This is an optimization exercise on Yosys and OpenROAD, whose aim is small area, a short achievable clock period and few clock cycles, not a production implementation.
Only simulation tests tie the RTL to the original design; equivalence was not proved.

**design/flow/constraint.sdc**
```tcl
create_clock -name core_clock -period 27.0 [get_ports {clock}]
set_input_delay 5.4000 -clock core_clock [delete_from_list [all_inputs] [get_ports {clock}]]
set_output_delay 5.4000 -clock core_clock [all_outputs]
set_load 0.01 [all_outputs]
```
**design/flow/standard.sh**
```bash
#!/bin/bash
# synth_recipe.tcl (not shown) runs the flow's synth.tcl, then flattens the netlist and writes it again
# the make line also repeats each setting of config.mk as NAME=value (left out here)
make -C /OpenROAD-flow-scripts/flow DESIGN_CONFIG=/design/flow/config.mk WORK_HOME=/design/flow/orfs CLKGATE_MAP_FILE= SYNTH_SCRIPT=/design/flow/synth_recipe.tcl "${@:-finish}"
```
**design/flow/flow/run.sh**
```bash
#!/bin/bash
# The standard layout, with timing repair aiming for 20.5 ns of setup slack
# at the design's clock period (over-fixing, as SETUP_SLACK_MARGIN does),
# on the worst 20% of endpoints, and buf_4 cells as the port buffers.
set -euo pipefail
bash standard.sh SETUP_SLACK_MARGIN=20.5 TNS_END_PERCENT=20 "BUFFER_PORTS_ARGS=-buffer_cell sky130_fd_sc_hd__buf_4" finish > orfs_make.log 2>&1
```
**design/flow/design.v**
```verilog
module lfsr(d, n);
input  [8:0] d;
output [8:0] n;
assign n = {d[7:0], d[1] ^ d[2] ^ d[3] ^ d[7]};
endmodule
module beetle_left_antenna(nd1, nd2, q1, q2, ra, rb);
input [17:0] nd1, nd2;    
input q1, q2;
output [32:0] ra, rb;
wire hs0, hk0;
assign {hk0, hs0} = {1'b0, (~nd1[0] & ~nd1[6])} + {1'b0, (~nd1[1] & ~nd1[5])};
wire hs1, hk1;
assign {hk1, hs1} = {1'b0, (~nd1[0] & ~nd1[4])} + {1'b0, (~nd1[1] & ~nd1[3])};
wire s0, k0;
assign {k0, s0} = {1'b0, (~nd1[0] & ~nd1[5])} + {1'b0, (~nd1[1] & ~nd1[4])} + {1'b0, (~nd1[3] & nd1[2])};
wire s1, k1;
assign {k1, s1} = {1'b0, (~nd1[2] & ~nd1[4])} + {1'b0, (~nd1[3] & ~nd1[2])} + {1'b0, hs0};
wire [8:0] Alo = {1'b0, k0, hk1, hs1, (~nd1[0] & ~nd1[3]), (~nd1[0] & ~nd1[2]), (~nd1[1] & nd1[0]), 1'b0, ~nd1[0]} + {1'b0, s1, s0, (~nd1[2] & ~nd1[1]), (~nd1[2] & nd1[1]), (~nd1[1] & ~nd1[0]), 1'b0, 1'b0, 1'b0};
wire hs2, hk2;
assign {hk2, hs2} = {1'b0, (~nd2[0] & ~nd2[6])} + {1'b0, (~nd2[1] & ~nd2[5])};
wire hs3, hk3;
assign {hk3, hs3} = {1'b0, (~nd2[0] & ~nd2[4])} + {1'b0, (~nd2[1] & ~nd2[3])};
wire s2, k2;
assign {k2, s2} = {1'b0, (~nd2[0] & ~nd2[5])} + {1'b0, (~nd2[1] & ~nd2[4])} + {1'b0, (~nd2[3] & nd2[2])};
wire s3, k3;
assign {k3, s3} = {1'b0, (~nd2[2] & ~nd2[4])} + {1'b0, (~nd2[3] & ~nd2[2])} + {1'b0, hs2};
wire [8:0] Blo = {1'b0, k2, hk3, hs3, (~nd2[0] & ~nd2[3]), (~nd2[0] & ~nd2[2]), (~nd2[1] & nd2[0]), 1'b0, ~nd2[0]} + {1'b0, s3, s2, (~nd2[2] & ~nd2[1]), (~nd2[2] & nd2[1]), (~nd2[1] & ~nd2[0]), 1'b0, 1'b0, 1'b0};
wire hs4, hk4;
assign {hk4, hs4} = {1'b0, (~nd1[0] & ~nd1[7])} + {1'b0, (~nd1[1] & ~nd1[6])};
wire hs5, hk5;
assign {hk5, hs5} = {1'b0, (~nd1[0] & ~nd1[12])} + {1'b0, (~nd1[1] & ~nd1[11])};
wire s4, k4;
assign {k4, s4} = {1'b0, (~nd1[0] & ~nd1[13])} + {1'b0, (~nd1[1] & ~nd1[12])} + {1'b0, (~nd1[2] & ~nd1[11])};
wire s5, k5;
assign {k5, s5} = {1'b0, (~nd1[0] & ~nd1[14])} + {1'b0, (~nd1[1] & ~nd1[13])} + {1'b0, (~nd1[2] & ~nd1[12])};
wire s6, k6;
assign {k6, s6} = {1'b0, (~nd1[3] & ~nd1[11])} + {1'b0, (~nd1[4] & ~nd1[10])} + {1'b0, (~nd1[5] & ~nd1[9])};
wire s7, k7;
assign {k7, s7} = {1'b0, (~nd1[0] & ~nd1[15])} + {1'b0, (~nd1[1] & ~nd1[14])} + {1'b0, (~nd1[2] & ~nd1[13])};
wire s8, k8;
assign {k8, s8} = {1'b0, (~nd1[3] & ~nd1[12])} + {1'b0, (~nd1[4] & ~nd1[11])} + {1'b0, (~nd1[5] & ~nd1[10])};
wire hs6, hk6;
assign {hk6, hs6} = {1'b0, (~nd1[6] & ~nd1[9])} + {1'b0, (~nd1[8] & nd1[7])};
wire s9, k9;
assign {k9, s9} = {1'b0, (~nd1[0] & ~nd1[16])} + {1'b0, (~nd1[1] & ~nd1[15])} + {1'b0, (~nd1[2] & ~nd1[14])};
wire s10, k10;
assign {k10, s10} = {1'b0, (~nd1[3] & ~nd1[13])} + {1'b0, (~nd1[4] & ~nd1[12])} + {1'b0, (~nd1[5] & ~nd1[11])};
wire s11, k11;
assign {k11, s11} = {1'b0, (~nd1[6] & ~nd1[10])} + {1'b0, (~nd1[7] & ~nd1[9])} + {1'b0, (~nd1[8] & ~nd1[7])};
wire s12, k12;
assign {k12, s12} = {1'b0, (~nd2[0] & ~nd2[16])} + {1'b0, (~nd2[1] & ~nd2[15])} + {1'b0, (~nd2[2] & ~nd2[14])};
wire s13, k13;
assign {k13, s13} = {1'b0, (~nd1[1] & ~nd1[16])} + {1'b0, (~nd1[2] & ~nd1[15])} + {1'b0, (~nd1[3] & ~nd1[14])};
wire s14, k14;
assign {k14, s14} = {1'b0, (~nd1[4] & ~nd1[13])} + {1'b0, (~nd1[5] & ~nd1[12])} + {1'b0, (~nd1[6] & ~nd1[11])};
wire s15, k15;
assign {k15, s15} = {1'b0, (~nd1[7] & ~nd1[10])} + {1'b0, (~nd1[9] & nd1[8])} + {1'b0, (nd1[17] | nd1[0])};
wire s16, k16;
assign {k16, s16} = {1'b0, (~nd2[1] & ~nd2[16])} + {1'b0, (~nd2[2] & ~nd2[15])} + {1'b0, (~nd2[3] & ~nd2[14])};
wire hs7, hk7;
assign {hk7, hs7} = {1'b0, (~nd2[4] & ~nd2[13])} + {1'b0, (~nd2[5] & ~nd2[12])};
wire s17, k17;
assign {k17, s17} = {1'b0, 1'b1} + {1'b0, (~nd1[2] & ~nd1[16])} + {1'b0, (~nd1[3] & ~nd1[15])};
wire s18, k18;
assign {k18, s18} = {1'b0, (~nd1[4] & ~nd1[14])} + {1'b0, (~nd1[5] & ~nd1[13])} + {1'b0, (~nd1[6] & ~nd1[12])};
wire s19, k19;
assign {k19, s19} = {1'b0, (~nd1[7] & ~nd1[11])} + {1'b0, (~nd1[8] & ~nd1[10])} + {1'b0, (~nd1[9] & ~nd1[8])};
wire s20, k20;
assign {k20, s20} = {1'b0, (nd1[17] | nd1[1])} + {1'b0, (~nd2[2] & ~nd2[16])} + {1'b0, (~nd2[3] & ~nd2[15])};
wire s21, k21;
assign {k21, s21} = {1'b0, (~nd2[4] & ~nd2[14])} + {1'b0, (~nd2[5] & ~nd2[13])} + {1'b0, (~nd2[6] & ~nd2[12])};
wire hs8, hk8;
assign {hk8, hs8} = {1'b0, (~nd2[7] & ~nd2[11])} + {1'b0, (~nd2[8] & ~nd2[10])};
wire s22, k22;
assign {k22, s22} = {1'b0, (~nd1[3] & ~nd1[16])} + {1'b0, (~nd1[4] & ~nd1[15])} + {1'b0, (~nd1[5] & ~nd1[14])};
wire s23, k23;
assign {k23, s23} = {1'b0, (~nd1[6] & ~nd1[13])} + {1'b0, (~nd1[7] & ~nd1[12])} + {1'b0, (~nd1[8] & ~nd1[11])};
wire s24, k24;
assign {k24, s24} = {1'b0, (~nd1[10] & nd1[9])} + {1'b0, (nd1[17] | nd1[2])} + {1'b0, (~nd2[3] & ~nd2[16])};
wire s25, k25;
assign {k25, s25} = {1'b0, (~nd2[4] & ~nd2[15])} + {1'b0, (~nd2[5] & ~nd2[14])} + {1'b0, (~nd2[6] & ~nd2[13])};
wire hs9, hk9;
assign {hk9, hs9} = {1'b0, (~nd2[7] & ~nd2[12])} + {1'b0, (~nd2[8] & ~nd2[11])};
wire s26, k26;
assign {k26, s26} = {1'b0, (~nd1[4] & ~nd1[16])} + {1'b0, (~nd1[5] & ~nd1[15])} + {1'b0, (~nd1[6] & ~nd1[14])};
wire s27, k27;
assign {k27, s27} = {1'b0, (~nd1[7] & ~nd1[13])} + {1'b0, (~nd1[8] & ~nd1[12])} + {1'b0, (~nd1[9] & ~nd1[11])};
wire s28, k28;
assign {k28, s28} = {1'b0, (~nd1[10] & ~nd1[9])} + {1'b0, (nd1[17] | nd1[3])} + {1'b0, (~nd2[4] & ~nd2[16])};
wire s29, k29;
assign {k29, s29} = {1'b0, (~nd2[5] & ~nd2[15])} + {1'b0, (~nd2[6] & ~nd2[14])} + {1'b0, (~nd2[7] & ~nd2[13])};
wire s30, k30;
assign {k30, s30} = {1'b0, (~nd1[5] & ~nd1[16])} + {1'b0, (~nd1[6] & ~nd1[15])} + {1'b0, (~nd1[7] & ~nd1[14])};
wire s31, k31;
assign {k31, s31} = {1'b0, (~nd1[8] & ~nd1[13])} + {1'b0, (~nd1[9] & ~nd1[12])} + {1'b0, (~nd1[11] & nd1[10])};
wire hs10, hk10;
assign {hk10, hs10} = {1'b0, (nd1[17] | nd1[4])} + {1'b0, (~nd2[5] & ~nd2[16])};
wire s32, k32;
assign {k32, s32} = {1'b0, (~nd1[6] & ~nd1[16])} + {1'b0, (~nd1[7] & ~nd1[15])} + {1'b0, (~nd1[8] & ~nd1[14])};
wire s33, k33;
assign {k33, s33} = {1'b0, (~nd1[9] & ~nd1[13])} + {1'b0, (~nd1[10] & ~nd1[12])} + {1'b0, (~nd1[11] & ~nd1[10])};
wire hs11, hk11;
assign {hk11, hs11} = {1'b0, (~nd1[7] & ~nd1[16])} + {1'b0, (~nd1[8] & ~nd1[15])};
wire s34, k34;
assign {k34, s34} = {1'b0, (~nd1[2] & ~nd1[5])} + {1'b0, (~nd1[4] & nd1[3])} + {1'b0, (~nd2[0] & ~nd2[7])};
wire s35, k35;
assign {k35, s35} = {1'b0, (~nd2[1] & ~nd2[6])} + {1'b0, (~nd2[2] & ~nd2[5])} + {1'b0, (~nd2[4] & nd2[3])};
wire s36, k36;
assign {k36, s36} = {1'b0, (~nd1[0] & ~nd1[8])} + {1'b0, (~nd1[1] & ~nd1[7])} + {1'b0, (~nd1[2] & ~nd1[6])};
wire s37, k37;
assign {k37, s37} = {1'b0, (~nd1[3] & ~nd1[5])} + {1'b0, (~nd1[4] & ~nd1[3])} + {1'b0, (~nd2[0] & ~nd2[8])};
wire s38, k38;
assign {k38, s38} = {1'b0, (~nd1[0] & ~nd1[9])} + {1'b0, (~nd1[1] & ~nd1[8])} + {1'b0, (~nd1[2] & ~nd1[7])};
wire hs12, hk12;
assign {hk12, hs12} = {1'b0, (~nd1[3] & ~nd1[6])} + {1'b0, (~nd1[5] & nd1[4])};
wire s39, k39;
assign {k39, s39} = {1'b0, (~nd1[0] & ~nd1[10])} + {1'b0, (~nd1[1] & ~nd1[9])} + {1'b0, (~nd1[2] & ~nd1[8])};
wire s40, k40;
assign {k40, s40} = {1'b0, (~nd1[3] & ~nd1[7])} + {1'b0, (~nd1[4] & ~nd1[6])} + {1'b0, (~nd1[5] & ~nd1[4])};
wire hs13, hk13;
assign {hk13, hs13} = {1'b0, (~nd2[0] & ~nd2[10])} + {1'b0, (~nd2[1] & ~nd2[9])};
wire s41, k41;
assign {k41, s41} = {1'b0, (~nd1[0] & ~nd1[11])} + {1'b0, (~nd1[1] & ~nd1[10])} + {1'b0, (~nd1[2] & ~nd1[9])};
wire s42, k42;
assign {k42, s42} = {1'b0, (~nd1[3] & ~nd1[8])} + {1'b0, (~nd1[4] & ~nd1[7])} + {1'b0, (~nd1[6] & nd1[5])};
wire s43, k43;
assign {k43, s43} = {1'b0, (~nd2[0] & ~nd2[11])} + {1'b0, (~nd2[1] & ~nd2[10])} + {1'b0, (~nd2[2] & ~nd2[9])};
wire s44, k44;
assign {k44, s44} = {1'b0, (~nd1[2] & ~nd1[10])} + {1'b0, (~nd1[3] & ~nd1[9])} + {1'b0, (~nd1[4] & ~nd1[8])};
wire s45, k45;
assign {k45, s45} = {1'b0, (~nd1[5] & ~nd1[7])} + {1'b0, (~nd1[6] & ~nd1[5])} + {1'b0, (~nd2[0] & ~nd2[12])};
wire s46, k46;
assign {k46, s46} = {1'b0, (~nd2[1] & ~nd2[11])} + {1'b0, (~nd2[2] & ~nd2[10])} + {1'b0, (~nd2[3] & ~nd2[9])};
wire hs14, hk14;
assign {hk14, hs14} = {1'b0, (~nd2[4] & ~nd2[8])} + {1'b0, (~nd2[5] & ~nd2[7])};
wire s47, k47;
assign {k47, s47} = {1'b0, (~nd1[3] & ~nd1[10])} + {1'b0, (~nd1[4] & ~nd1[9])} + {1'b0, (~nd1[5] & ~nd1[8])};
wire s48, k48;
assign {k48, s48} = {1'b0, (~nd1[7] & nd1[6])} + {1'b0, (~nd2[0] & ~nd2[13])} + {1'b0, (~nd2[1] & ~nd2[12])};
wire s49, k49;
assign {k49, s49} = {1'b0, (~nd2[2] & ~nd2[11])} + {1'b0, (~nd2[3] & ~nd2[10])} + {1'b0, (~nd2[4] & ~nd2[9])};
wire s50, k50;
assign {k50, s50} = {1'b0, (~nd2[5] & ~nd2[8])} + {1'b0, (~nd2[7] & nd2[6])} + {1'b0, hk5};
wire s51, k51;
assign {k51, s51} = {1'b0, (~nd1[6] & ~nd1[8])} + {1'b0, (~nd1[7] & ~nd1[6])} + {1'b0, (~nd2[0] & ~nd2[14])};
wire s52, k52;
assign {k52, s52} = {1'b0, (~nd2[1] & ~nd2[13])} + {1'b0, (~nd2[2] & ~nd2[12])} + {1'b0, (~nd2[3] & ~nd2[11])};
wire s53, k53;
assign {k53, s53} = {1'b0, (~nd2[4] & ~nd2[10])} + {1'b0, (~nd2[5] & ~nd2[9])} + {1'b0, (~nd2[6] & ~nd2[8])};
wire s54, k54;
assign {k54, s54} = {1'b0, (~nd2[7] & ~nd2[6])} + {1'b0, k4} + {1'b0, s5};
wire s55, k55;
assign {k55, s55} = {1'b0, (~nd2[0] & ~nd2[15])} + {1'b0, (~nd2[1] & ~nd2[14])} + {1'b0, (~nd2[2] & ~nd2[13])};
wire s56, k56;
assign {k56, s56} = {1'b0, (~nd2[3] & ~nd2[12])} + {1'b0, (~nd2[4] & ~nd2[11])} + {1'b0, (~nd2[5] & ~nd2[10])};
wire s57, k57;
assign {k57, s57} = {1'b0, (~nd2[6] & ~nd2[9])} + {1'b0, (~nd2[8] & nd2[7])} + {1'b0, k5};
wire s58, k58;
assign {k58, s58} = {1'b0, k6} + {1'b0, s7} + {1'b0, s8};
wire s59, k59;
assign {k59, s59} = {1'b0, (~nd2[3] & ~nd2[13])} + {1'b0, (~nd2[4] & ~nd2[12])} + {1'b0, (~nd2[5] & ~nd2[11])};
wire s60, k60;
assign {k60, s60} = {1'b0, (~nd2[6] & ~nd2[10])} + {1'b0, (~nd2[7] & ~nd2[9])} + {1'b0, (~nd2[8] & ~nd2[7])};
wire s61, k61;
assign {k61, s61} = {1'b0, k7} + {1'b0, k8} + {1'b0, hk6};
wire s62, k62;
assign {k62, s62} = {1'b0, s9} + {1'b0, s10} + {1'b0, s11};
wire s63, k63;
assign {k63, s63} = {1'b0, (~nd2[6] & ~nd2[11])} + {1'b0, (~nd2[7] & ~nd2[10])} + {1'b0, (~nd2[9] & nd2[8])};
wire s64, k64;
assign {k64, s64} = {1'b0, (nd2[17] | nd2[0])} + {1'b0, k9} + {1'b0, k10};
wire s65, k65;
assign {k65, s65} = {1'b0, k11} + {1'b0, k12} + {1'b0, s13};
wire s66, k66;
assign {k66, s66} = {1'b0, s14} + {1'b0, s15} + {1'b0, s16};
wire s67, k67;
assign {k67, s67} = {1'b0, (~nd2[9] & ~nd2[8])} + {1'b0, (nd2[17] | nd2[1])} + {1'b0, k13};
wire s68, k68;
assign {k68, s68} = {1'b0, k14} + {1'b0, k15} + {1'b0, k16};
wire s69, k69;
assign {k69, s69} = {1'b0, hk7} + {1'b0, s17} + {1'b0, s18};
wire s70, k70;
assign {k70, s70} = {1'b0, s19} + {1'b0, s20} + {1'b0, s21};
wire s71, k71;
assign {k71, s71} = {1'b0, (~nd2[10] & nd2[9])} + {1'b0, (nd2[17] | nd2[2])} + {1'b0, k17};
wire s72, k72;
assign {k72, s72} = {1'b0, k18} + {1'b0, k19} + {1'b0, k20};
wire s73, k73;
assign {k73, s73} = {1'b0, k21} + {1'b0, hk8} + {1'b0, s22};
wire s74, k74;
assign {k74, s74} = {1'b0, s23} + {1'b0, s24} + {1'b0, s25};
wire s75, k75;
assign {k75, s75} = {1'b0, (~nd2[8] & ~nd2[12])} + {1'b0, (~nd2[9] & ~nd2[11])} + {1'b0, (~nd2[10] & ~nd2[9])};
wire s76, k76;
assign {k76, s76} = {1'b0, (nd2[17] | nd2[3])} + {1'b0, k22} + {1'b0, k23};
wire s77, k77;
assign {k77, s77} = {1'b0, k24} + {1'b0, k25} + {1'b0, hk9};
wire s78, k78;
assign {k78, s78} = {1'b0, s26} + {1'b0, s27} + {1'b0, s28};
wire s79, k79;
assign {k79, s79} = {1'b0, (~nd2[6] & ~nd2[15])} + {1'b0, (~nd2[7] & ~nd2[14])} + {1'b0, (~nd2[8] & ~nd2[13])};
wire s80, k80;
assign {k80, s80} = {1'b0, (~nd2[9] & ~nd2[12])} + {1'b0, (~nd2[11] & nd2[10])} + {1'b0, (nd2[17] | nd2[4])};
wire s81, k81;
assign {k81, s81} = {1'b0, k26} + {1'b0, k27} + {1'b0, k28};
wire s82, k82;
assign {k82, s82} = {1'b0, k29} + {1'b0, s30} + {1'b0, s31};
wire s83, k83;
assign {k83, s83} = {1'b0, (nd1[17] | nd1[5])} + {1'b0, (~nd2[6] & ~nd2[16])} + {1'b0, (~nd2[7] & ~nd2[15])};
wire s84, k84;
assign {k84, s84} = {1'b0, (~nd2[8] & ~nd2[14])} + {1'b0, (~nd2[9] & ~nd2[13])} + {1'b0, (~nd2[10] & ~nd2[12])};
wire s85, k85;
assign {k85, s85} = {1'b0, (~nd2[11] & ~nd2[10])} + {1'b0, (nd2[17] | nd2[5])} + {1'b0, k30};
wire s86, k86;
assign {k86, s86} = {1'b0, k31} + {1'b0, hk10} + {1'b0, s32};
wire s87, k87;
assign {k87, s87} = {1'b0, (~nd1[9] & ~nd1[14])} + {1'b0, (~nd1[10] & ~nd1[13])} + {1'b0, (~nd1[12] & nd1[11])};
wire s88, k88;
assign {k88, s88} = {1'b0, (nd1[17] | nd1[6])} + {1'b0, (~nd2[7] & ~nd2[16])} + {1'b0, (~nd2[8] & ~nd2[15])};
wire s89, k89;
assign {k89, s89} = {1'b0, (~nd2[9] & ~nd2[14])} + {1'b0, (~nd2[10] & ~nd2[13])} + {1'b0, (~nd2[12] & nd2[11])};
wire s90, k90;
assign {k90, s90} = {1'b0, (nd2[17] | nd2[6])} + {1'b0, k32} + {1'b0, k33};
wire s91, k91;
assign {k91, s91} = {1'b0, (~nd1[8] & ~nd1[16])} + {1'b0, (~nd1[9] & ~nd1[15])} + {1'b0, (~nd1[10] & ~nd1[14])};
wire s92, k92;
assign {k92, s92} = {1'b0, (~nd1[11] & ~nd1[13])} + {1'b0, (~nd1[12] & ~nd1[11])} + {1'b0, (nd1[17] | nd1[7])};
wire s93, k93;
assign {k93, s93} = {1'b0, (~nd2[8] & ~nd2[16])} + {1'b0, (~nd2[9] & ~nd2[15])} + {1'b0, (~nd2[10] & ~nd2[14])};
wire s94, k94;
assign {k94, s94} = {1'b0, (~nd2[11] & ~nd2[13])} + {1'b0, (~nd2[12] & ~nd2[11])} + {1'b0, (nd2[17] | nd2[7])};
wire s95, k95;
assign {k95, s95} = {1'b0, (~nd1[9] & ~nd1[16])} + {1'b0, (~nd1[10] & ~nd1[15])} + {1'b0, (~nd1[11] & ~nd1[14])};
wire s96, k96;
assign {k96, s96} = {1'b0, (~nd1[13] & nd1[12])} + {1'b0, (nd1[17] | nd1[8])} + {1'b0, (~nd2[9] & ~nd2[16])};
wire hs15, hk15;
assign {hk15, hs15} = {1'b0, (~nd2[10] & ~nd2[15])} + {1'b0, (~nd2[11] & ~nd2[14])};
wire s97, k97;
assign {k97, s97} = {1'b0, (~nd1[10] & ~nd1[16])} + {1'b0, (~nd1[11] & ~nd1[15])} + {1'b0, (~nd1[12] & ~nd1[14])};
wire s98, k98;
assign {k98, s98} = {1'b0, (~nd1[13] & ~nd1[12])} + {1'b0, (nd1[17] | nd1[9])} + {1'b0, (~nd2[10] & ~nd2[16])};
wire hs16, hk16;
assign {hk16, hs16} = {1'b0, (~nd1[11] & ~nd1[16])} + {1'b0, (~nd1[12] & ~nd1[15])};
wire s99, k99;
assign {k99, s99} = {1'b0, hk0} + {1'b0, hk2} + {1'b0, s34};
wire hs17, hk17;
assign {hk17, hs17} = {1'b0, s35} + {1'b0, hs4};
wire s100, k100;
assign {k100, s100} = {1'b0, (~nd2[1] & ~nd2[7])} + {1'b0, (~nd2[2] & ~nd2[6])} + {1'b0, (~nd2[3] & ~nd2[5])};
wire s101, k101;
assign {k101, s101} = {1'b0, (~nd2[4] & ~nd2[3])} + {1'b0, k34} + {1'b0, k35};
wire hs18, hk18;
assign {hk18, hs18} = {1'b0, hk4} + {1'b0, s36};
wire s102, k102;
assign {k102, s102} = {1'b0, (~nd2[0] & ~nd2[9])} + {1'b0, (~nd2[1] & ~nd2[8])} + {1'b0, (~nd2[2] & ~nd2[7])};
wire s103, k103;
assign {k103, s103} = {1'b0, (~nd2[3] & ~nd2[6])} + {1'b0, (~nd2[5] & nd2[4])} + {1'b0, k36};
wire s104, k104;
assign {k104, s104} = {1'b0, k37} + {1'b0, s38} + {1'b0, hs12};
wire s105, k105;
assign {k105, s105} = {1'b0, (~nd2[2] & ~nd2[8])} + {1'b0, (~nd2[3] & ~nd2[7])} + {1'b0, (~nd2[4] & ~nd2[6])};
wire s106, k106;
assign {k106, s106} = {1'b0, (~nd2[5] & ~nd2[4])} + {1'b0, k38} + {1'b0, hk12};
wire s107, k107;
assign {k107, s107} = {1'b0, s39} + {1'b0, s40} + {1'b0, hs13};
wire s108, k108;
assign {k108, s108} = {1'b0, (~nd2[3] & ~nd2[8])} + {1'b0, (~nd2[4] & ~nd2[7])} + {1'b0, (~nd2[6] & nd2[5])};
wire s109, k109;
assign {k109, s109} = {1'b0, k39} + {1'b0, k40} + {1'b0, hk13};
wire s110, k110;
assign {k110, s110} = {1'b0, s41} + {1'b0, s42} + {1'b0, s43};
wire s111, k111;
assign {k111, s111} = {1'b0, (~nd2[6] & ~nd2[5])} + {1'b0, k41} + {1'b0, k42};
wire s112, k112;
assign {k112, s112} = {1'b0, k43} + {1'b0, s44} + {1'b0, s45};
wire s113, k113;
assign {k113, s113} = {1'b0, s46} + {1'b0, hs14} + {1'b0, hs5};
wire s114, k114;
assign {k114, s114} = {1'b0, k44} + {1'b0, k45} + {1'b0, k46};
wire s115, k115;
assign {k115, s115} = {1'b0, hk14} + {1'b0, s47} + {1'b0, s48};
wire s116, k116;
assign {k116, s116} = {1'b0, s49} + {1'b0, s4} + {1'b0, s50};
wire s117, k117;
assign {k117, s117} = {1'b0, k47} + {1'b0, k48} + {1'b0, k49};
wire s118, k118;
assign {k118, s118} = {1'b0, s51} + {1'b0, s52} + {1'b0, s53};
wire s119, k119;
assign {k119, s119} = {1'b0, s6} + {1'b0, k50} + {1'b0, s54};
wire s120, k120;
assign {k120, s120} = {1'b0, k51} + {1'b0, k52} + {1'b0, k53};
wire s121, k121;
assign {k121, s121} = {1'b0, s55} + {1'b0, s56} + {1'b0, hs6};
wire s122, k122;
assign {k122, s122} = {1'b0, k54} + {1'b0, s57} + {1'b0, s58};
wire s123, k123;
assign {k123, s123} = {1'b0, k55} + {1'b0, k56} + {1'b0, s59};
wire s124, k124;
assign {k124, s124} = {1'b0, s60} + {1'b0, s12} + {1'b0, k57};
wire s125, k125;
assign {k125, s125} = {1'b0, k58} + {1'b0, s61} + {1'b0, s62};
wire s126, k126;
assign {k126, s126} = {1'b0, k59} + {1'b0, k60} + {1'b0, s63};
wire s127, k127;
assign {k127, s127} = {1'b0, hs7} + {1'b0, k61} + {1'b0, k62};
wire s128, k128;
assign {k128, s128} = {1'b0, s64} + {1'b0, s65} + {1'b0, s66};
wire s129, k129;
assign {k129, s129} = {1'b0, k63} + {1'b0, hs8} + {1'b0, k64};
wire s130, k130;
assign {k130, s130} = {1'b0, k65} + {1'b0, k66} + {1'b0, s67};
wire s131, k131;
assign {k131, s131} = {1'b0, s68} + {1'b0, s69} + {1'b0, s70};
wire s132, k132;
assign {k132, s132} = {1'b0, hs9} + {1'b0, k67} + {1'b0, k68};
wire s133, k133;
assign {k133, s133} = {1'b0, k69} + {1'b0, k70} + {1'b0, s71};
wire s134, k134;
assign {k134, s134} = {1'b0, s72} + {1'b0, s73} + {1'b0, s74};
wire s135, k135;
assign {k135, s135} = {1'b0, s75} + {1'b0, s29} + {1'b0, k71};
wire s136, k136;
assign {k136, s136} = {1'b0, k72} + {1'b0, k73} + {1'b0, k74};
wire s137, k137;
assign {k137, s137} = {1'b0, s76} + {1'b0, s77} + {1'b0, s78};
wire s138, k138;
assign {k138, s138} = {1'b0, k75} + {1'b0, s79} + {1'b0, s80};
wire s139, k139;
assign {k139, s139} = {1'b0, hs10} + {1'b0, k76} + {1'b0, k77};
wire s140, k140;
assign {k140, s140} = {1'b0, k78} + {1'b0, s81} + {1'b0, s82};
wire s141, k141;
assign {k141, s141} = {1'b0, k79} + {1'b0, k80} + {1'b0, s83};
wire s142, k142;
assign {k142, s142} = {1'b0, s84} + {1'b0, s33} + {1'b0, k81};
wire s143, k143;
assign {k143, s143} = {1'b0, k82} + {1'b0, s85} + {1'b0, s86};
wire s144, k144;
assign {k144, s144} = {1'b0, k83} + {1'b0, k84} + {1'b0, s87};
wire s145, k145;
assign {k145, s145} = {1'b0, s88} + {1'b0, s89} + {1'b0, hs11};
wire s146, k146;
assign {k146, s146} = {1'b0, k85} + {1'b0, k86} + {1'b0, s90};
wire s147, k147;
assign {k147, s147} = {1'b0, k87} + {1'b0, k88} + {1'b0, k89};
wire s148, k148;
assign {k148, s148} = {1'b0, hk11} + {1'b0, s91} + {1'b0, s92};
wire s149, k149;
assign {k149, s149} = {1'b0, s93} + {1'b0, s94} + {1'b0, k90};
wire s150, k150;
assign {k150, s150} = {1'b0, (~nd2[13] & nd2[12])} + {1'b0, (nd2[17] | nd2[8])} + {1'b0, k91};
wire s151, k151;
assign {k151, s151} = {1'b0, k92} + {1'b0, k93} + {1'b0, k94};
wire s152, k152;
assign {k152, s152} = {1'b0, s95} + {1'b0, s96} + {1'b0, hs15};
wire s153, k153;
assign {k153, s153} = {1'b0, (~nd2[11] & ~nd2[15])} + {1'b0, (~nd2[12] & ~nd2[14])} + {1'b0, (~nd2[13] & ~nd2[12])};
wire s154, k154;
assign {k154, s154} = {1'b0, (nd2[17] | nd2[9])} + {1'b0, k95} + {1'b0, k96};
wire s155, k155;
assign {k155, s155} = {1'b0, hk15} + {1'b0, s97} + {1'b0, s98};
wire s156, k156;
assign {k156, s156} = {1'b0, (~nd1[14] & nd1[13])} + {1'b0, (nd1[17] | nd1[10])} + {1'b0, (~nd2[11] & ~nd2[16])};
wire s157, k157;
assign {k157, s157} = {1'b0, (~nd2[12] & ~nd2[15])} + {1'b0, (~nd2[14] & nd2[13])} + {1'b0, (nd2[17] | nd2[10])};
wire s158, k158;
assign {k158, s158} = {1'b0, k97} + {1'b0, k98} + {1'b0, hs16};
wire s159, k159;
assign {k159, s159} = {1'b0, (~nd1[12] & ~nd1[16])} + {1'b0, (~nd1[13] & ~nd1[15])} + {1'b0, (~nd1[14] & ~nd1[13])};
wire s160, k160;
assign {k160, s160} = {1'b0, (nd1[17] | nd1[11])} + {1'b0, (~nd2[12] & ~nd2[16])} + {1'b0, (~nd2[13] & ~nd2[15])};
wire s161, k161;
assign {k161, s161} = {1'b0, (~nd2[14] & ~nd2[13])} + {1'b0, (nd2[17] | nd2[11])} + {1'b0, hk16};
wire s162, k162;
assign {k162, s162} = {1'b0, (~nd1[13] & ~nd1[16])} + {1'b0, (~nd1[15] & nd1[14])} + {1'b0, (nd1[17] | nd1[12])};
wire hs19, hk19;
assign {hk19, hs19} = {1'b0, (~nd2[13] & ~nd2[16])} + {1'b0, (~nd2[15] & nd2[14])};
wire s163, k163;
assign {k163, s163} = {1'b0, (~nd1[14] & ~nd1[16])} + {1'b0, (~nd1[15] & ~nd1[14])} + {1'b0, (nd1[17] | nd1[13])};
wire s164, k164;
assign {k164, s164} = {1'b0, k1} + {1'b0, k3} + {1'b0, s99};
wire s165, k165;
assign {k165, s165} = {1'b0, s100} + {1'b0, s37} + {1'b0, k99};
wire hs20, hk20;
assign {hk20, hs20} = {1'b0, hk17} + {1'b0, s101};
wire s166, k166;
assign {k166, s166} = {1'b0, k100} + {1'b0, s102} + {1'b0, k101};
wire s167, k167;
assign {k167, s167} = {1'b0, hk18} + {1'b0, s103} + {1'b0, s104};
wire s168, k168;
assign {k168, s168} = {1'b0, k102} + {1'b0, s105} + {1'b0, k103};
wire s169, k169;
assign {k169, s169} = {1'b0, k104} + {1'b0, s106} + {1'b0, s107};
wire s170, k170;
assign {k170, s170} = {1'b0, k105} + {1'b0, s108} + {1'b0, k106};
wire s171, k171;
assign {k171, s171} = {1'b0, k107} + {1'b0, s109} + {1'b0, s110};
wire s172, k172;
assign {k172, s172} = {1'b0, k108} + {1'b0, k109} + {1'b0, k110};
wire s173, k173;
assign {k173, s173} = {1'b0, s111} + {1'b0, s112} + {1'b0, s113};
wire s174, k174;
assign {k174, s174} = {1'b0, k111} + {1'b0, k112} + {1'b0, k113};
wire s175, k175;
assign {k175, s175} = {1'b0, s114} + {1'b0, s115} + {1'b0, s116};
wire s176, k176;
assign {k176, s176} = {1'b0, k114} + {1'b0, k115} + {1'b0, s117};
wire s177, k177;
assign {k177, s177} = {1'b0, s118} + {1'b0, k116} + {1'b0, s119};
wire s178, k178;
assign {k178, s178} = {1'b0, k117} + {1'b0, k118} + {1'b0, s120};
wire s179, k179;
assign {k179, s179} = {1'b0, s121} + {1'b0, k119} + {1'b0, s122};
wire s180, k180;
assign {k180, s180} = {1'b0, k120} + {1'b0, k121} + {1'b0, s123};
wire s181, k181;
assign {k181, s181} = {1'b0, s124} + {1'b0, k122} + {1'b0, s125};
wire s182, k182;
assign {k182, s182} = {1'b0, k123} + {1'b0, s126} + {1'b0, k124};
wire s183, k183;
assign {k183, s183} = {1'b0, s127} + {1'b0, k125} + {1'b0, s128};
wire s184, k184;
assign {k184, s184} = {1'b0, k126} + {1'b0, k127} + {1'b0, s129};
wire s185, k185;
assign {k185, s185} = {1'b0, s130} + {1'b0, k128} + {1'b0, s131};
wire s186, k186;
assign {k186, s186} = {1'b0, k129} + {1'b0, k130} + {1'b0, s132};
wire s187, k187;
assign {k187, s187} = {1'b0, s133} + {1'b0, k131} + {1'b0, s134};
wire s188, k188;
assign {k188, s188} = {1'b0, k132} + {1'b0, k133} + {1'b0, s135};
wire s189, k189;
assign {k189, s189} = {1'b0, s136} + {1'b0, k134} + {1'b0, s137};
wire s190, k190;
assign {k190, s190} = {1'b0, s138} + {1'b0, k135} + {1'b0, k136};
wire s191, k191;
assign {k191, s191} = {1'b0, s139} + {1'b0, k137} + {1'b0, s140};
wire s192, k192;
assign {k192, s192} = {1'b0, k138} + {1'b0, s141} + {1'b0, k139};
wire s193, k193;
assign {k193, s193} = {1'b0, s142} + {1'b0, k140} + {1'b0, s143};
wire s194, k194;
assign {k194, s194} = {1'b0, k141} + {1'b0, s144} + {1'b0, s145};
wire s195, k195;
assign {k195, s195} = {1'b0, k142} + {1'b0, s146} + {1'b0, k143};
wire s196, k196;
assign {k196, s196} = {1'b0, k144} + {1'b0, k145} + {1'b0, s147};
wire s197, k197;
assign {k197, s197} = {1'b0, s148} + {1'b0, k146} + {1'b0, s149};
wire s198, k198;
assign {k198, s198} = {1'b0, k147} + {1'b0, k148} + {1'b0, s150};
wire s199, k199;
assign {k199, s199} = {1'b0, s151} + {1'b0, s152} + {1'b0, k149};
wire s200, k200;
assign {k200, s200} = {1'b0, s153} + {1'b0, k150} + {1'b0, k151};
wire s201, k201;
assign {k201, s201} = {1'b0, k152} + {1'b0, s154} + {1'b0, s155};
wire s202, k202;
assign {k202, s202} = {1'b0, k153} + {1'b0, s156} + {1'b0, s157};
wire s203, k203;
assign {k203, s203} = {1'b0, k154} + {1'b0, k155} + {1'b0, s158};
wire s204, k204;
assign {k204, s204} = {1'b0, k156} + {1'b0, k157} + {1'b0, s159};
wire s205, k205;
assign {k205, s205} = {1'b0, s160} + {1'b0, k158} + {1'b0, s161};
wire s206, k206;
assign {k206, s206} = {1'b0, (nd2[17] | nd2[12])} + {1'b0, k159} + {1'b0, k160};
wire s207, k207;
assign {k207, s207} = {1'b0, s162} + {1'b0, hs19} + {1'b0, k161};
wire s208, k208;
assign {k208, s208} = {1'b0, (~nd2[14] & ~nd2[16])} + {1'b0, (~nd2[15] & ~nd2[14])} + {1'b0, (nd2[17] | nd2[13])};
wire s209, k209;
assign {k209, s209} = {1'b0, k162} + {1'b0, hk19} + {1'b0, s163};
wire s210, k210;
assign {k210, s210} = {1'b0, (~nd1[16] & nd1[15])} + {1'b0, (nd1[17] | nd1[14])} + {1'b0, (~nd2[16] & nd2[15])};
wire hs21, hk21;
assign {hk21, hs21} = {1'b0, (nd2[17] | nd2[14])} + {1'b0, k163};
wire s211, k211;
assign {k211, s211} = {1'b0, (~nd1[16] & ~nd1[15])} + {1'b0, (nd1[17] | nd1[15])} + {1'b0, (~nd2[16] & ~nd2[15])};
wire s212, k212;
assign {k212, s212} = {1'b0, (nd2[17] | nd2[15])} + {1'b0, (q1 & ~nd1[0])} + {1'b0, (q2 & ~nd2[0])};
wire s213, k213;
assign {k213, s213} = {1'b0, ~nd1[17]} + {1'b0, ~nd2[17]} + {1'b0, (nd1[17] | nd1[16])};
wire s214, k214;
assign {k214, s214} = {1'b0, (nd2[17] | nd2[16])} + {1'b0, (q1 & ~nd1[1])} + {1'b0, (q2 & ~nd2[1])};
wire hs22, hk22;
assign {hk22, hs22} = {1'b0, hs17} + {1'b0, s164};
wire s215, k215;
assign {k215, s215} = {1'b0, hs18} + {1'b0, s165} + {1'b0, hs20};
wire s216, k216;
assign {k216, s216} = {1'b0, k165} + {1'b0, hk20} + {1'b0, s166};
wire s217, k217;
assign {k217, s217} = {1'b0, k166} + {1'b0, s168} + {1'b0, k167};
wire s218, k218;
assign {k218, s218} = {1'b0, k168} + {1'b0, s170} + {1'b0, k169};
wire s219, k219;
assign {k219, s219} = {1'b0, k170} + {1'b0, s172} + {1'b0, k171};
wire s220, k220;
assign {k220, s220} = {1'b0, k172} + {1'b0, s174} + {1'b0, k173};
wire s221, k221;
assign {k221, s221} = {1'b0, k174} + {1'b0, s176} + {1'b0, k175};
wire s222, k222;
assign {k222, s222} = {1'b0, k176} + {1'b0, s178} + {1'b0, k177};
wire s223, k223;
assign {k223, s223} = {1'b0, k178} + {1'b0, s180} + {1'b0, k179};
wire s224, k224;
assign {k224, s224} = {1'b0, k180} + {1'b0, s182} + {1'b0, k181};
wire s225, k225;
assign {k225, s225} = {1'b0, k182} + {1'b0, s184} + {1'b0, k183};
wire s226, k226;
assign {k226, s226} = {1'b0, k184} + {1'b0, s186} + {1'b0, k185};
wire s227, k227;
assign {k227, s227} = {1'b0, k186} + {1'b0, s188} + {1'b0, k187};
wire s228, k228;
assign {k228, s228} = {1'b0, k188} + {1'b0, s190} + {1'b0, k189};
wire s229, k229;
assign {k229, s229} = {1'b0, k190} + {1'b0, s192} + {1'b0, k191};
wire s230, k230;
assign {k230, s230} = {1'b0, s194} + {1'b0, k192} + {1'b0, k193};
wire s231, k231;
assign {k231, s231} = {1'b0, s196} + {1'b0, k194} + {1'b0, k195};
wire s232, k232;
assign {k232, s232} = {1'b0, k196} + {1'b0, s198} + {1'b0, s199};
wire s233, k233;
assign {k233, s233} = {1'b0, k198} + {1'b0, s200} + {1'b0, s201};
wire s234, k234;
assign {k234, s234} = {1'b0, s202} + {1'b0, k200} + {1'b0, k201};
wire s235, k235;
assign {k235, s235} = {1'b0, k202} + {1'b0, s204} + {1'b0, s205};
wire s236, k236;
assign {k236, s236} = {1'b0, k204} + {1'b0, s206} + {1'b0, k205};
wire s237, k237;
assign {k237, s237} = {1'b0, s208} + {1'b0, k206} + {1'b0, s209};
wire s238, k238;
assign {k238, s238} = {1'b0, k208} + {1'b0, s210} + {1'b0, k209};
wire s239, k239;
assign {k239, s239} = {1'b0, k210} + {1'b0, s211} + {1'b0, s212};
wire s240, k240;
assign {k240, s240} = {1'b0, k211} + {1'b0, s213} + {1'b0, k212};
wire s241, k241;
assign {k241, s241} = {1'b0, (q1 & ~nd1[2])} + {1'b0, (q2 & ~nd2[2])} + {1'b0, k213};
wire hs23, hk23;
assign {hk23, hs23} = {1'b0, 1'b1} + {1'b0, (q1 & ~nd1[3])};
wire hs24, hk24;
assign {hk24, hs24} = {1'b0, 1'b1} + {1'b0, (q1 & ~nd1[4])};
wire hs25, hk25;
assign {hk25, hs25} = {1'b0, 1'b1} + {1'b0, (q1 & ~nd1[5])};
wire hs26, hk26;
assign {hk26, hs26} = {1'b0, 1'b1} + {1'b0, (q1 & ~nd1[6])};
wire hs27, hk27;
assign {hk27, hs27} = {1'b0, Alo[8]} + {1'b0, Blo[8]};
wire s242, k242;
assign {k242, s242} = {1'b0, k164} + {1'b0, hk22} + {1'b0, s215};
wire s243, k243;
assign {k243, s243} = {1'b0, s167} + {1'b0, k215} + {1'b0, s216};
wire s244, k244;
assign {k244, s244} = {1'b0, s169} + {1'b0, k216} + {1'b0, s217};
wire s245, k245;
assign {k245, s245} = {1'b0, s171} + {1'b0, k217} + {1'b0, s218};
wire s246, k246;
assign {k246, s246} = {1'b0, s173} + {1'b0, k218} + {1'b0, s219};
wire s247, k247;
assign {k247, s247} = {1'b0, k219} + {1'b0, s175} + {1'b0, s220};
wire s248, k248;
assign {k248, s248} = {1'b0, k220} + {1'b0, s177} + {1'b0, s221};
wire s249, k249;
assign {k249, s249} = {1'b0, s179} + {1'b0, k221} + {1'b0, s222};
wire s250, k250;
assign {k250, s250} = {1'b0, s181} + {1'b0, k222} + {1'b0, s223};
wire s251, k251;
assign {k251, s251} = {1'b0, s183} + {1'b0, k223} + {1'b0, s224};
wire s252, k252;
assign {k252, s252} = {1'b0, s185} + {1'b0, k224} + {1'b0, s225};
wire s253, k253;
assign {k253, s253} = {1'b0, s187} + {1'b0, k225} + {1'b0, s226};
wire s254, k254;
assign {k254, s254} = {1'b0, s189} + {1'b0, k226} + {1'b0, s227};
wire s255, k255;
assign {k255, s255} = {1'b0, s191} + {1'b0, k227} + {1'b0, s228};
wire s256, k256;
assign {k256, s256} = {1'b0, s193} + {1'b0, k228} + {1'b0, s229};
wire s257, k257;
assign {k257, s257} = {1'b0, s195} + {1'b0, k229} + {1'b0, s230};
wire s258, k258;
assign {k258, s258} = {1'b0, s197} + {1'b0, k230} + {1'b0, s231};
wire s259, k259;
assign {k259, s259} = {1'b0, k197} + {1'b0, k231} + {1'b0, s232};
wire s260, k260;
assign {k260, s260} = {1'b0, k199} + {1'b0, s233} + {1'b0, k232};
wire s261, k261;
assign {k261, s261} = {1'b0, s203} + {1'b0, k233} + {1'b0, s234};
wire s262, k262;
assign {k262, s262} = {1'b0, k203} + {1'b0, k234} + {1'b0, s235};
wire s263, k263;
assign {k263, s263} = {1'b0, s207} + {1'b0, s236} + {1'b0, k235};
wire s264, k264;
assign {k264, s264} = {1'b0, k207} + {1'b0, s237} + {1'b0, k236};
wire s265, k265;
assign {k265, s265} = {1'b0, hs21} + {1'b0, s238} + {1'b0, k237};
wire s266, k266;
assign {k266, s266} = {1'b0, hk21} + {1'b0, s239} + {1'b0, k238};
wire s267, k267;
assign {k267, s267} = {1'b0, s214} + {1'b0, k239} + {1'b0, s240};
wire s268, k268;
assign {k268, s268} = {1'b0, k214} + {1'b0, s241} + {1'b0, k240};
wire s269, k269;
assign {k269, s269} = {1'b0, (q2 & ~nd2[3])} + {1'b0, hs23} + {1'b0, k241};
wire s270, k270;
assign {k270, s270} = {1'b0, (q2 & ~nd2[4])} + {1'b0, hk23} + {1'b0, hs24};
wire s271, k271;
assign {k271, s271} = {1'b0, (q2 & ~nd2[5])} + {1'b0, hk24} + {1'b0, hs25};
wire s272, k272;
assign {k272, s272} = {1'b0, (q2 & ~nd2[6])} + {1'b0, hk25} + {1'b0, hs26};
wire hs28, hk28;
assign {hk28, hs28} = {1'b0, 1'b1} + {1'b0, hk26};
assign ra = {k272, k271, k270, k269, k268, k267, k266, k265, k264, k263, k262, k261, k260, k259, k258, k257, k256, k255, k254, k253, k252, k251, k250, k249, k248, k247, k246, k245, k244, k243, k242, hk27, hs27};
assign rb = {hs28, s272, s271, s270, s269, s268, s267, s266, s265, s264, s263, s262, s261, s260, s259, s258, s257, s256, s255, s254, s253, s252, s251, s250, s249, s248, s247, s246, s245, s244, s243, s242, hs22};
endmodule
module beetle_compare(al, bl, ar, br, gt);
input [32:0] al, bl, ar, br;
output gt;
wire [31:0] a = {~al[31], al[30:0]};
wire [31:0] b = bl[31:0];
wire [31:0] c = ~{~ar[31], ar[30:0]};
wire [31:0] e = ~br[31:0];
wire [32:0] tl = {1'b0, a} + {1'b0, b};
wire [32:0] tr = {1'b0, ~c} + {1'b0, br[31:0]};
wire [31:0] x1 = a ^ b;
wire [31:0] x2 = c ^ e;
wire [31:0] x = x1 ^ x2;
wire [31:0] co;
wire [31:0] ci = {co[30:0], 1'b1};
genvar i;
generate for (i = 0; i < 32; i = i + 1) begin : cmp4
  assign co[i] = x1[i] ? c[i] : a[i];
end endgenerate
wire [31:0] xs = x ^ ci;
wire [31:0] xk = {x[30:0] & ci[30:0] | ~x[30:0] & e[30:0], 1'b0};
wire k31 = x[31] ? ci[31] : e[31];
wire [32:0] ts = {1'b0, xs} + {1'b0, xk};
assign gt = ~(ts[32] ^ k31 ^ co[31] ^ tl[32] ^ tr[32]);
endmodule
module beetle_right_antenna(dir, sense, s3, step);
input  [8:0]  dir;
input  [12:0] sense;
input  [14:0] s3;
output [13:0] step;
wire [15:0] s1 = {3'b000, sense};
wire [15:0] s2 = {2'b00, sense, 1'b0};
wire [15:0] t3 = {1'b0, s3};
wire [15:0] s4 = {1'b0, sense, 2'b00};
wire [3:0] g0 = {dir[2:0], 1'b0};
wire [3:0] g1 = dir[5:2];
wire [3:0] g2 = dir[8:5];
wire [15:0] r0, r1, r2;
wire n0, n1, n2;
beetle_booth_row b0(g0, s1, s2, t3, s4, r0, n0);
beetle_booth_row b1(g1, s1, s2, t3, s4, r1, n1);
beetle_booth_row b2(g2, s1, s2, t3, s4, r2, n2);
wire [21:0] p = {{6{n0}}, r0} + {{3{n1}}, r1, 3'd0} + {r2, 6'd0}
              + {15'd0, n2, 2'b00, n1, 2'b00, n0};
assign step = p[21:8];
endmodule
module beetle_booth_row(g, s1, s2, s3, s4, r, n);
input  [3:0]  g;
input  [15:0] s1, s2, s3, s4;
output [15:0] r;
output n;
wire [2:0] a = g[3] ? ~g[2:0] : g[2:0];
wire m1 = ~a[2] & (a[1] ^ a[0]);
wire m2 = ~a[2] & a[1] & a[0] | a[2] & ~a[1] & ~a[0];
wire m3 = a[2] & (a[1] ^ a[0]);
wire m4 = a[2] & a[1] & a[0];
wire [15:0] mag = {16{m1}} & s1 | {16{m2}} & s2 | {16{m3}} & s3 | {16{m4}} & s4;
assign r = g[3] ? ~mag : mag;
assign n = g[3];
endmodule
module beetle_position(mx, my, nx, ny, d1, d2, q1, q2);
parameter NB = 0;
input  [15:0] mx, my;
input  signed [13:0] nx, ny;
output [17:0] d1, d2;
output q1, q2;
wire [15:0] fx = {{2{nx[13]}}, nx};
wire [15:0] fy = {{2{ny[13]}}, ny};
wire [15:0] ax = NB ? mx - fx : mx + fx;
wire [15:0] ay = NB ? my - fy : my + fy;
assign d1 = 18'd1791 - {2'b00, ax} - {ay[15], ay, 1'b0};
assign d2 = 18'd1279 - {ax[15], ax, 1'b0} - {2'b00, ay};
assign q1 = ay[15];
assign q2 = ax[15];
endmodule
module bas(clock,reset,load, seed_x,seed_y,iterations,x,y,x_extreme,y_extreme,out_value,done );
    input clock,reset,load;
    input [8:0] seed_x,seed_y;
    input [8:0] iterations;
    input [15:0] x,y;
    output signed [15:0] x_extreme,y_extreme;
    output signed [39:0] out_value;
    output reg done;
    reg [15:0] x_curr, y_curr;           
    reg signed [13:0] step_x, step_y;    
    reg signed [13:0] step_nx, step_ny;  
    reg [17:0] dl1, dl2, dr1, dr2;       
    reg ql1, ql2, qr1, qr2;              
    reg [32:0] value_curr;               
    reg [8:0] dir_x, dir_y;              
    reg [12:0] sense;                    
    reg [8:0] remain;
    reg run;
    reg first;                           
    reg [15:0] x_best, y_best;
    reg [32:0] value_best;
    reg value_init;                      
    wire [32:0] al, bl, ar, br;
    beetle_left_antenna ol(dl1, dl2, ql1, ql2, al, bl);
    beetle_left_antenna or_(dr1, dr2, qr1, qr2, ar, br);
    wire go_right;
    beetle_compare cmp(al, bl, ar, br, go_right);
    wire [32:0] odour_l = al + bl;
    wire [32:0] odour_r = ar + br;
    wire [15:0] x_l = x_curr + {{2{step_x[13]}}, step_x};
    wire [15:0] y_l = y_curr + {{2{step_y[13]}}, step_y};
    wire [15:0] x_r = x_curr - {{2{step_x[13]}}, step_x};
    wire [15:0] y_r = y_curr - {{2{step_y[13]}}, step_y};
    wire [17:0] ell1, ell2, elr1, elr2, erl1, erl2, err1, err2;
    wire qll1, qll2, qlr1, qlr2, qrl1, qrl2, qrr1, qrr2;
    wire signed [13:0] first_x = {{5{dir_x[8]}}, dir_x} + {{2{dir_x[8]}}, dir_x, 3'b000} + {dir_x[8], dir_x, 4'b0000};
    wire signed [13:0] first_y = {{5{dir_y[8]}}, dir_y} + {{2{dir_y[8]}}, dir_y, 3'b000} + {dir_y[8], dir_y, 4'b0000};
    wire signed [13:0] next_x = first ? first_x : step_nx;
    wire signed [13:0] next_y = first ? first_y : step_ny;
    beetle_position #(0) pll(x_l, y_l, next_x, next_y, ell1, ell2, qll1, qll2);
    beetle_position #(1) plr(x_l, y_l, next_x, next_y, elr1, elr2, qlr1, qlr2);
    beetle_position #(0) prl(x_r, y_r, next_x, next_y, erl1, erl2, qrl1, qrl2);
    beetle_position #(1) prr(x_r, y_r, next_x, next_y, err1, err2, qrr1, qrr2);
    wire signed [13:0] mul_x, mul_y;
    wire [14:0] sense3 = {2'b00, sense} + {1'b0, sense, 1'b0};
    wire [8:0] dir_x_n, dir_y_n;
    lfsr lx(dir_x, dir_x_n);
    lfsr ly(dir_y, dir_y_n);
    beetle_right_antenna mulx(dir_x_n, sense, sense3, mul_x);
    beetle_right_antenna muly(dir_y_n, sense, sense3, mul_y);
    assign x_extreme = x_best;
    assign y_extreme = y_best;
    assign out_value = {4'b0, {3{value_init}}, value_best};
    always @(posedge clock) begin
        if (reset) begin
            x_curr <= x;
            y_curr <= y;
            dl1 <= 18'd0;
            dl2 <= 18'd0;
            dr1 <= 18'd0;
            dr2 <= 18'd0;
            ql1 <= 1'b0;
            ql2 <= 1'b0;
            qr1 <= 1'b0;
            qr2 <= 1'b0;
            step_x <= 14'd0;
            step_y <= 14'd0;
            step_nx <= 14'd0;
            step_ny <= 14'd0;
            dir_x <= 9'd0;
            dir_y <= 9'd0;
        end else begin
            if (go_right) begin
                x_curr <= x_r;
                y_curr <= y_r;
                dl1 <= erl1;
                dl2 <= erl2;
                dr1 <= err1;
                dr2 <= err2;
                ql1 <= qrl1;
                ql2 <= qrl2;
                qr1 <= qrr1;
                qr2 <= qrr2;
            end else begin
                x_curr <= x_l;
                y_curr <= y_l;
                dl1 <= ell1;
                dl2 <= ell2;
                dr1 <= elr1;
                dr2 <= elr2;
                ql1 <= qll1;
                ql2 <= qll2;
                qr1 <= qlr1;
                qr2 <= qlr2;
            end
            step_x <= next_x;
            step_y <= next_y;
            step_nx <= mul_x;
            step_ny <= mul_y;
            if (load) begin
                dir_x <= seed_x;
                dir_y <= seed_y;
            end else begin
                dir_x <= dir_x_n;
                dir_y <= dir_y_n;
            end
        end
        value_curr <= go_right ? odour_r : odour_l;
        if (reset)
            sense <= 13'd6400;
        else
            sense <= sense - {8'd0, sense[12:8]} - {12'd0, sense[7:0] != 8'd0};
        if (reset) begin
            run <= 1'b0;
            done <= 1'b0;
            first <= 1'b0;
            x_best <= 16'd0;
            y_best <= 16'd0;
            value_best <= {33{1'b1}};
            value_init <= 1'b1;
        end else if (load) begin
            remain <= iterations;
            first <= 1'b1;
            run <= iterations != 9'd0;
            done <= iterations == 9'd0;
        end else if (run) begin
            remain <= remain - 9'd1;
            first <= 1'b0;
            if (remain == 9'd0) begin
                run <= 1'b0;
                done <= 1'b1;
            end
            if (!first && value_curr < value_best) begin
                x_best <= x_curr;
                y_best <= y_curr;
                value_best <= value_curr;
                value_init <= 1'b0;
            end
        end
    end
endmodule
```
**design/flow/config.mk**
```make
export PLATFORM = sky130hd
export DESIGN_NAME = bas
export DESIGN_NICKNAME = bas
export VERILOG_FILES = /design/flow/design.v
export SDC_FILE = /design/flow/constraint.sdc
export NUM_CORES = 8
export LEC_CHECK = 0
export ABC_AREA = 1
export CAP_MARGIN = 20
export CORE_MARGIN = 2
export CORE_UTILIZATION = 45
export SLEW_MARGIN = 20
```
==> flow_summary.ini, run 1 <==
[cts]
cts_buffers = 42
htree_levels = 2
clk_latency_ns = 0.64
hold_buffers = 0
clk_pin_slew_worst_paths_ns = 0.06
cts.sinks = 304
cts_buffer_depth = 3
cts_tree = done
cts-root-buf = clkbuf_16

[layout]
syn_to_final_growth_pct = 17.6
layout-drive-gt1-share_pct = 14.7
stdcell_count = 9783
n_antenna_cell = 0
fin_nets = 9469

[sta]
setup_slack_ns = 20.03
rsz0062_at_grt = yes
tightestPinTransition_ns = 1.17
whs_ns = 0.487
timing.fmax_mhz = 144
period_minus_slack_ns = 6.97
period_share_pct = 25.8
relSlewSlack_pct = 21.1
finalClockSkew_ns = 0.0337
tns_ns = 0
hold_violations = 0
setup_viol = 0
finalMaxSlewViolations = 0

[detailed_routing]
wl_met1_mm = 89.9
first_iter_violations = 5414
wl_per_cell_um = 22.3
antenna_left = 0
dr.pass1.iters = 9
wl_met3_mm = 17.7
vias_per_cell = 5.58
dr_wl_met2_mm = 97.0
drt-total-wl_mm = 219
drc = 0
highest_layer = met5
vias = 54600

[floorplanning]
start_util_pct = 45.5
die_w_um = 358
row_count = 129
core_um2 = 124000
ioPinCount = 135
dieArea_um2 = 128000
die_h_um = 358

[setup_path]
required_ns = 27.48
start_kind = primary input
critPathMaxFanout = 85
worst-setup-path-type = primary input to flop
end_kind = flop
arrival_ns = 7.44

[synthesis]
synthTopCellsByArea = fa_1 21%, ha_1 16%, dfxtp_1 10%, nand2_1 8.8%, inv_1 8.4%
synth-simple-area-share_pct = 19.3
synth_xor_area_share_pct = 8.21
postSynthAreaPerCell_um2 = 7.21
synth_fa_ha_area_share_pct = 36.4
async_reset_ff_share_pct = 0
synth_edf_count = 9
synth-seq-area-share_pct = 10.9
synth_commonest_cells = 1330 x nand2_1, 1267 x inv_1, 959 x nor2_1, 709 x ha_1, 609 x a21oi_1
synth_top_cell_by_area = fa_1
synth_area_um2 = 56500
synthCells = 7839
synth_top_area_share_pct = 20.7
synth_compound_area_share_pct = 14.1
synth_most_common_cell = nand2_1
synth_top_family_by_area = adder cells
synth_cell_types = 70
synth_ff_type = dfxtp_1
synth-seq-cells = 304
ys_warn_count = 1
muxShareOfSynthArea_pct = 0.124

[grt]
grt_pass1_vias = 53200
antenna_found_initial = 1
grt_use_total_pct = 32.7
grt_max_degree = 86
grt_pass1_wl_mm = 320
grt.overflow.total = 0

[min_path]
hp-class = flop to flop

[run]
maxCapViolations = 0

[placed_design]
dp_hpwl_mm = 167
io_buffer_count = 130
place_congestion = 1.03
preCtsSetupSlack_ns = 18.07
numPlacedInstances = 9381

[run_status]
status = timing/DRC/antenna clean
## metal layers
layer  GRT usage [%]  vias to the layer above
li1                -                    25500
met1            42.9                    26000
met2            52.6                     2515
met3            4.53                      561
met4            16.7                        2
met5               0                        -
## worst paths after layout
path | start | end | slack (ns) | cells after the start
worst max-delay path | load | value_best[17]$_SDFFE_PP1P_ | 20.03 | 6
worst min-delay path | y_best[9]$_SDFFE_PP0P_ | y_best[9]$_SDFFE_PP0P_ | 0.49 | 2
worst max register to register | dr1[9]$_SDFF_PP0_ | dr1[9]$_SDFF_PP0_ | 20.14 | 30
worst min register to register | y_best[9]$_SDFFE_PP0P_ | y_best[9]$_SDFFE_PP0P_ | 0.49 | 2
## per-stage QoR
step	instance area (µm²)	util, %
after global placement	58700	47.3
after floorplan	56600	-
after CTS	62700	50.5
after global routing	66400	53.5
after detailed placement	58700	47.3
final	66400	53.5
## state kept, by name (all words and copies together) (netlist names), 16 cells and up
| name | cells |
|---|---|
| dl1 | 18 |
| dl2 | 18 |
| dr1 | 17 |
| dr2 | 17 |
| value_best | 33 |
| value_curr | 33 |
| x_best | 16 |
| x_curr | 16 |
| y_best | 16 |
| y_curr | 16 |
## worst max-delay path: stages
cell and delay [ns]:
buf_4 0.18, nor2_1 0.38, nand2_1 0.32, clkinv_2 0.29, buf_6 0.49, o21ai_0 0.19
## cells in the final DEF, fill, tap and decap left out, types with 57 or more instances in the layout
cell | Yosys | final
dfxtp_1 | 295 | 232
o22ai_1 | 61 | 59
nand2_1 | 1330 | 1265
nand2_2 | 16 | 57
xnor2_1 | 122 | 112
nand3_1 | 238 | 229
nor3_1 | 65 | 62
nor2_1 | 959 | 919
ha_1 | 709 | 656
buf_4 | 15 | 386
fa_2 | 0 | 97
clkbuf_16 | 0 | 57
a21oi_1 | 609 | 594
inv_1 | 1267 | 1172
xor2_1 | 402 | 374
o21ai_0 | 443 | 393
fa_1 | 585 | 488
## layout make-up
| type | instances | area [µm²] |
|---|---|---|
| Fill cell | 12000 | 57700 |
| Multi-Input combinational cell | 5973 | 46500 |
| Sequential cell | 304 | 6360 |
| Inverter | 1286 | 5060 |
| Timing Repair Buffer | 506 | 5000 |
| Tap cell | 1637 | 2050 |
| Clock buffer | 49 | 1150 |
| Clock inverter | 28 | 344 |
## cells by family after synthesis
group | after synthesis
buffers and inverters | 1576
AOI/OAI and AO/OA | 1421
adders and majority gates | 1294
and+or+nand+nor | 2710
xor gates and xnor gates | 527
muxes | 6
other | 1
DFF | 304
## timing repair
item,in CTS,in global routing
gates cloned,10,25
gates resized for setup,309,557
pin swaps,43,188
buffers inserted,139,151
endpoints found under the setup margin,314,320
Testbench counts, summed over its fixed seeds: cycles 49,176.
==> run 2: changes to the inputs <==
--- a/design/flow/config.mk
+++ b/design/flow/config.mk
@@ -9,4 +9,4 @@
 export CAP_MARGIN = 20
 export CORE_MARGIN = 2
-export CORE_UTILIZATION = 45
+export CORE_UTILIZATION = 65
 export SLEW_MARGIN = 20
==> run 2 against run 1 <==
Effect of this change: first-iteration DRC count up 43%; core utilization is 23 points higher; global-route usage is 15 points higher; maximum frequency fell by 12%; largest cell class unchanged.
==> flow_summary.ini, run 2 <==
[synthesis]
synth_most_common_cell = nand2_1
synthCells = 7839
synth-seq-area-share_pct = 10.9
synth_edf_count = 9
synth_top_cell_by_area = fa_1
postSynthAreaPerCell_um2 = 7.21
ys_warn_count = 1
synth-seq-cells = 304
synth_area_um2 = 56500
synth_commonest_cells = 1330 x nand2_1, 1267 x inv_1, 959 x nor2_1, 709 x ha_1, 609 x a21oi_1
synth_ff_type = dfxtp_1
synth_cell_types = 70
async_reset_ff_share_pct = 0
synthTopCellsByArea = fa_1 21%, ha_1 16%, dfxtp_1 10%, nand2_1 8.8%, inv_1 8.4%
synth_top_area_share_pct = 20.7

[sta]
finalMaxSlewViolations = 0
tightestPinTransition_ns = 1.30
rsz0062_at_grt = yes
tns_ns = 0
relSlewSlack_pct = 13.2
timing.fmax_mhz = 126
period_minus_slack_ns = 7.92
period_share_pct = 29.3
finalClockSkew_ns = 0.0586
setup_viol = 0
hold_violations = 0
whs_ns = 0.480

[detailed_routing]
first_iter_violations = 7761
wl_met1_mm = 79.3
highest_layer = met5
antenna_left = 0
vias = 58700
dr_wl_met2_mm = 94.7
vias_per_cell = 6.32
wl_per_cell_um = 24.7
dr.pass1.iters = 13
drc = 0
wl_met3_mm = 31.4
drt-total-wl_mm = 229

[setup_path]
cp_num_buf_inv = 3
end_kind = flop
crit_path_frequent_cell = ha_1
path_cells = buf_4 > fa_1 > ha_1 > fa_1 > nand2_1 > o21ai_0 > ha_1 > o21ai_0 > a221oi_1 > nand2_1 > xor2_1 > ha_1 > inv_1 > ha_1 > nand2_1 > inv_1 > nand3_1 > o211ai_1 > a21oi_1 > o21ai_0 > xor2_1 > o21ai_2 > nor2_1
path_delay_family = adder cells
arrival_ns = 8.45
required_ns = 27.53
critPathMaxFanout = 18
max_stage_delay_ns = 0.90
crit_path_top_delay_cell = xor2_1
start_kind = flop
worst-setup-path-type = flop to flop

[placed_design]
place_congestion = 1.11
io_buffer_count = 130
dp_hpwl_mm = 160

[cts]
cts_tree = done
clk_pin_slew_worst_paths_ns = 0.06
cts_buffers = 38
htree_levels = 2
cts.sinks = 304
clk_latency_ns = 0.65
cts-root-buf = clkbuf_16
cts_buffer_depth = 3

[run_status]
status = timing/DRC/antenna clean

[layout]
top_regs = value_best x33, value_curr x33
layout-drive-gt1-share_pct = 14.7
num-fill-cells = 6359
multiInputGateArea_um2 = 46400
regArea_um2 = 6350
mostFrequentLayoutCell = nand2_1
fin_nets = 9464
final_cell_mix = 1265 x nand2_1, 1176 x inv_1, 903 x nor2_1, 660 x ha_1, 588 x a21oi_1
syn_to_final_growth_pct = 16.7

[floorplanning]
die_h_um = 299
start_util_pct = 65.3
row_count = 108
core_um2 = 86500
dieArea_um2 = 89300
ioPinCount = 135
die_w_um = 299

[grt]
grt.overflow.total = 0
grt_pass1_wl_mm = 328
antenna_found_initial = 12
grt_pass1_vias = 56200
grt_max_degree = 87
grt_use_total_pct = 48.1

[min_path]
hp-class = flop to flop

[run]
maxCapViolations = 0
[run 2: per-layer routing]
layer | track usage (%) | vias up
li1 | - | 25500
met1 | 56.7 | 27200
met2 | 73.5 | 4424
met3 | 15.3 | 1548
met4 | 35.8 | 16
met5 | 0 | -
[run 2: final cells by class]
cell class	instances	share of cell area, %
multi-input combinational	5966	70.4
sequential	304	9.64
timing repair buffer	512	7.92
inverter	1286	7.70
tap	1155	2.19
clock buffer	50	1.75
clock inverter	19	0.372
antenna	4	0.0152
[run 2: worst paths after layout]
| kind | slack, ns | endpoint | cells after the start | start |
|---|---|---|---|---|
| setup / recovery | 19.08 | dr2[13]$_SDFF_PP0_ | 23 | dir_y[4]$_SDFF_PP0_ |
| hold / removal | 0.48 | value_init$_SDFFE_PP1P_ | 2 | value_init$_SDFFE_PP1P_ |
| setup reg to reg | 19.08 | dr2[13]$_SDFF_PP0_ | 23 | dir_y[4]$_SDFF_PP0_ |
| hold reg to reg | 0.48 | value_init$_SDFFE_PP1P_ | 2 | value_init$_SDFFE_PP1P_ |
[run 2: kinds of logic after synthesis]
group / Yosys count / share of synthesized area, %
muxes: 6 / 0.124
buffers and inverters: 1576 / 10.8
adders and majority gates: 1294 / 36.4
other: 1 / 0.00664
DFF: 304 / 10.9
xor gates and xnor gates: 527 / 8.21
and+or+nand+nor: 2710 / 19.3
AOI/OAI and AO/OA: 1421 / 14.1
[run 2: worst register-to-register path: cells and delay by family (launching register included)]
family	cells	cell delay [ns]
compound gates	7	2.03
xor+xnor	2	1.52
simple gates	5	0.96
flops	1	0.30
fa+ha+maj	6	2.50
buf+inv	3	0.53
[run 2: metrics by stage]
step	area, µm²	std cells	setup WS [ns]	util, %
finish	65900	9296	19.08	76.2
floorplan	56600	7842	20.48	-
detailed placement	58100	8896	17.97	67.2
CTS	63200	9152	19.84	73.1
global placement	58100	8896	18.11	67.2
global route	65900	9292	19.10	76.2
[run 2: what timing repair did]
item,in CTS,in global routing
gates cloned,30,4
pin swaps,46,191
resized for setup,464,430
buffers inserted,157,136
endpoints found under the setup margin,257,289
hold buffers,0,0

-- separate check: timing with driven ports --
In the flow no input, the clock included, has a driving cell. The finished layouts below were timed again as built, in two steps.
Step 1 sets driving cells, clkbuf_16 on the clock port and buf_2 on the other inputs (assumed; they add their load-dependent delay and slew).
Step 2, shift: input delay + t, output delay - t, t = (earliest + latest rising clock arrival at the registers) / 2. This alone moves slack from input paths to output paths.
Three values: ideal, step 1, step 2; two values: the first two.
run | t, ns | setup WS [ns] | worst hold slack (ns) | worst register clock-pin slew, ns | cell pins on the clock port's net
run 1 | 0.708 | 20.035 / 20.092 / 19.384 | 0.487 / 0.487 / 0.487 | 0.07 / 0.07 | 1
run 2 | 0.700 | 19.079 / 19.079 / 19.079 | 0.480 / 0.480 / 0.480 | 0.08 / 0.08 | 1
After both steps every run listed still meets setup and hold. For run 1, which loses most, drivers alone change the setup slack by +0.057 ns; drivers and shift together by -0.651 ns.
